This is an optimization exercise on Yosys and OpenROAD, whose aim is small area, not a production implementation.
In this exercise RTL edits were held to simulation tests only and were not proved equivalent to the original.
No activity file was given, so power comes from the tool's default toggle rates.

==> run K: inputs <==
==> flow/design.v <==
module dpram_aoi3 (
    input  wire a0, b0, a1, b1, a2, b2,
    output wire y
);
    assign y = !((a0 && b0) || (a1 && b1) || (a2 && b2));
endmodule
module dpram_wrword #(
    parameter W = 16
)(
    input  wire         sel_a,       
    input  wire         sel_b,       
    input  wire         hold,        
    input  wire [W-1:0] xa,          
    input  wire [W-1:0] xb,          
    input  wire [W-1:0] q,
    output wire [W-1:0] d
);
    genvar j;
    generate
        for (j = 0; j < W; j = j + 1) begin : g_bit
            dpram_aoi3 u_aoi (
                .a0(sel_a), .b0(xa[j]), .a1(sel_b), .b1(xb[j]),
                .a2(hold), .b2(q[j]), .y(d[j])
            );
        end
    endgenerate
endmodule
module dpram_rdbit #(
    parameter N = 33
)(
    input  wire [N-1:0] d,
    input  wire [N-1:0] s,
    output wire         y
);
    localparam G = N / 3;
    wire [G-1:0] t;
    genvar g;
    generate
        for (g = 0; g < G; g = g + 1) begin : g_grp
            dpram_aoi3 u_aoi (
                .a0(s[3*g]),   .b0(d[3*g]),
                .a1(s[3*g+1]), .b1(d[3*g+1]),
                .a2(s[3*g+2]), .b2(d[3*g+2]),
                .y(t[g])
            );
        end
    endgenerate
    assign y = !(&t);
endmodule
module sync_dual_port_ram #(
    parameter DATA_WIDTH = 16,
    parameter ADDR_WIDTH = 5,
    parameter MEM_DEPTH  = (1 << ADDR_WIDTH)
)(
    input  wire                     clk,
    input  wire                     reset,
    input  wire                     write_en_a,
    input  wire                     read_en_a,
    input  wire [ADDR_WIDTH-1:0]    addr_a,
    input  wire [DATA_WIDTH-1:0]    data_in_a,
    output reg  [DATA_WIDTH-1:0]    data_out_a,
    input  wire                     write_en_b,
    input  wire                     read_en_b,
    input  wire [ADDR_WIDTH-1:0]    addr_b,
    input  wire [DATA_WIDTH-1:0]    data_in_b,
    output reg  [DATA_WIDTH-1:0]    data_out_b,
    output reg                      conflict_flag
);
    localparam NT = MEM_DEPTH + 1;    
    reg p;
    always @(posedge clk)
        p <= !p;
    wire conflict = write_en_a && write_en_b && (addr_a == addr_b);
    wire wa = write_en_a && !reset;
    wire wb = write_en_b && !reset;
    wire [DATA_WIDTH-1:0] xa = data_in_a ^ {DATA_WIDTH{p}};
    wire [DATA_WIDTH-1:0] xb = data_in_b ^ {DATA_WIDTH{p}};
    wire [NT-1:0] rs_a, rs_b;
    genvar i, j;
    generate
        for (i = 0; i < MEM_DEPTH; i = i + 1) begin : g_word
            reg  [DATA_WIDTH-1:0] q;      
            wire [DATA_WIDTH-1:0] d;
            wire sa = wa && (addr_a == i);
            wire sb = wb && (addr_b == i) && !sa;
            dpram_wrword #(.W(DATA_WIDTH)) u_wr (
                .sel_a(sa), .sel_b(sb), .hold(!(sa || sb)),
                .xa(xa), .xb(xb), .q(q), .d(d)
            );
            always @(posedge clk)
                q <= d;
            assign rs_a[i] = read_en_a && !conflict && (addr_a == i);
            assign rs_b[i] = read_en_b && !conflict && (addr_b == i);
        end
    endgenerate
    assign rs_a[MEM_DEPTH] = read_en_a && conflict;
    assign rs_b[MEM_DEPTH] = read_en_b && conflict;
    wire [DATA_WIDTH-1:0] ya, yb;
    generate
        for (j = 0; j < DATA_WIDTH; j = j + 1) begin : g_bit
            wire [NT-1:0] dt;
            for (i = 0; i < MEM_DEPTH; i = i + 1) begin : g_t
                assign dt[i] = g_word[i].q[j];
            end
            assign dt[MEM_DEPTH] = xa[j];
            dpram_rdbit #(.N(NT)) u_rd_a (.d(dt), .s(rs_a), .y(ya[j]));
            dpram_rdbit #(.N(NT)) u_rd_b (.d(dt), .s(rs_b), .y(yb[j]));
        end
    endgenerate
    always @(posedge clk or posedge reset) begin
        if (reset) begin
            data_out_a    <= {DATA_WIDTH{1'b0}};
            data_out_b    <= {DATA_WIDTH{1'b0}};
            conflict_flag <= 1'b0;
        end else begin
            if (read_en_a) data_out_a <= ya ^ {DATA_WIDTH{p}};
            if (read_en_b) data_out_b <= yb ^ {DATA_WIDTH{p}};
            if (conflict) conflict_flag <= 1'b1;
        end
    end
endmodule
==> flow/run.sh <==
#!/bin/bash
# synth_recipe.tcl (not shown) runs the flow's synth.tcl, then flattens the netlist and writes it again
# the make line also repeats each setting of config.mk as NAME=value (left out here)
make -C /OpenROAD-flow-scripts/flow DESIGN_CONFIG=/design/flow/config.mk WORK_HOME=/design/flow/orfs CLKGATE_MAP_FILE= SYNTH_SCRIPT=/design/flow/synth_recipe.tcl finish
==> flow/config.mk <==
export PLATFORM = sky130hd
export DESIGN_NAME = sync_dual_port_ram
export DESIGN_NICKNAME = sync_dual_port_ram
export VERILOG_FILES = /design/flow/design.v
export SDC_FILE = /design/flow/constraint.sdc
export NUM_CORES = 4
export LEC_CHECK = 0
export CAP_MARGIN = 20
export CORE_MARGIN = 2
export CORE_UTILIZATION = 30
export PLACE_DENSITY = 0.5
export SLEW_MARGIN = 20
export SYNTH_HIERARCHICAL = 1
export SYNTH_MINIMUM_KEEP_SIZE = 0
==> flow/constraint.sdc <==
create_clock -name core_clock -period 5.0 [get_ports {clk}]
set_input_delay 1.0000 -clock core_clock [delete_from_list [all_inputs] [get_ports {clk}]]
set_output_delay 1.0000 -clock core_clock [all_outputs]
set_load 0.01 [all_outputs]
==> inputs of run P, as changes to run K <==
==> flow/design.v (replaced) <==
module sync_dual_port_ram #(
    parameter DATA_WIDTH = 16,
    parameter ADDR_WIDTH = 5,
    parameter MEM_DEPTH  = (1 << ADDR_WIDTH)
)(
    input  wire                     clk,
    input  wire                     reset,
    input  wire                     write_en_a,
    input  wire                     read_en_a,
    input  wire [ADDR_WIDTH-1:0]    addr_a,
    input  wire [DATA_WIDTH-1:0]    data_in_a,
    output reg  [DATA_WIDTH-1:0]    data_out_a,
    input  wire                     write_en_b,
    input  wire                     read_en_b,
    input  wire [ADDR_WIDTH-1:0]    addr_b,
    input  wire [DATA_WIDTH-1:0]    data_in_b,
    output reg  [DATA_WIDTH-1:0]    data_out_b,
    output reg                      conflict_flag
);
    reg [DATA_WIDTH-1:0] mem [0:MEM_DEPTH-1];
    always @(posedge clk or posedge reset) begin
        if (reset) begin
            data_out_a    <= {DATA_WIDTH{1'b0}};
            data_out_b    <= {DATA_WIDTH{1'b0}};
            conflict_flag <= 1'b0;
        end else begin
            if (write_en_a && write_en_b && (addr_a == addr_b)) begin
                mem[addr_a] <= data_in_a;
                conflict_flag <= 1'b1;
                if (read_en_a) data_out_a <= data_in_a;
                if (read_en_b) data_out_b <= data_in_a;
            end else begin
                if (write_en_a) mem[addr_a] <= data_in_a;
                if (write_en_b) mem[addr_b] <= data_in_b;
                if (read_en_a) data_out_a <= mem[addr_a];
                if (read_en_b) data_out_b <= mem[addr_b];
            end
        end
    end
endmodule
SYNTH_HIERARCHICAL = default   (was 1)
SYNTH_MINIMUM_KEEP_SIZE = default   (was 0)
==> qor summary <==
Run status: run P timing/DRC/antenna clean; run K timing/DRC/antenna clean
Data required time of the worst path: run P 5.60 ns; run K 5.51 ns
Number of flip-flops and latches: run P 545; run K 546
GR met1 Demand/Resource: run P 0.5764; run K 0.4330
Final WS setup: run P 1.036 ns; run K 0.5053 ns
Pin slew with the least headroom to its limit: run P 1.258 ns; run K 1.263 ns
Row Count: run P 132; run K 101
Area used by sequential logic in the layout: run P 16200 um2; run K 11100 um2
Combinational logic power: run P 2.81 mW; run K 2.06 mW
Count of non-CTS inverters in the layout: run P 9; run K 2
Initial Util: run P 0.3018; run K 0.3035
Multi-input gate count: run P 3049; run K 1383
Worst-path maximum fanout: run P 17; run K 54
Total wire length: run P 300.2 mm; run K 135.0 mm
Met3 track demand over resource: run P 0.1262; run K 0.1124
Number of global-route vias before repair: run P 39565; run K 24885
Layout cell share with drive strength beyond 1: run P 0.1504; run K 0.2179
Fraction of power consumed by sequential logic: run P 0.440; run K 0.493

-- static timing again, ports no longer ideal --
Ports are ideal in the flow. The routed layouts listed here were re-timed in OpenROAD. Step 1, drivers: a clkbuf_16 drives clk and a buf_2 each remaining input, both assumed. Step 2 adds t to the input delays and takes it off the output delays; t is the mean of the earliest and latest rising clock arrival at the registers after step 1. Input paths then give back, and output paths get back, about the clock's delay inside the block. a / b / c = ideal / step 1 / step 2; a / b = the first two.
run	shift t [ns]	slack for setup (ns)	worst setup path after step 2	latest minus earliest clock arrival (ns)	worst register clock-pin slew, ns
run K	0.704	0.505 / 0.544 / -0.159	input to register	0.039 / 0.039	0.07 / 0.07
run P	0.805	1.036 / 1.089 / 0.284	input to register	0.034 / 0.033	0.08 / 0.08
With both steps, setup timing fails in run K, where it was met with ideal ports. For run P, which loses most, drivers alone change the setup slack by +0.053 ns; drivers and shift together by -0.752 ns.
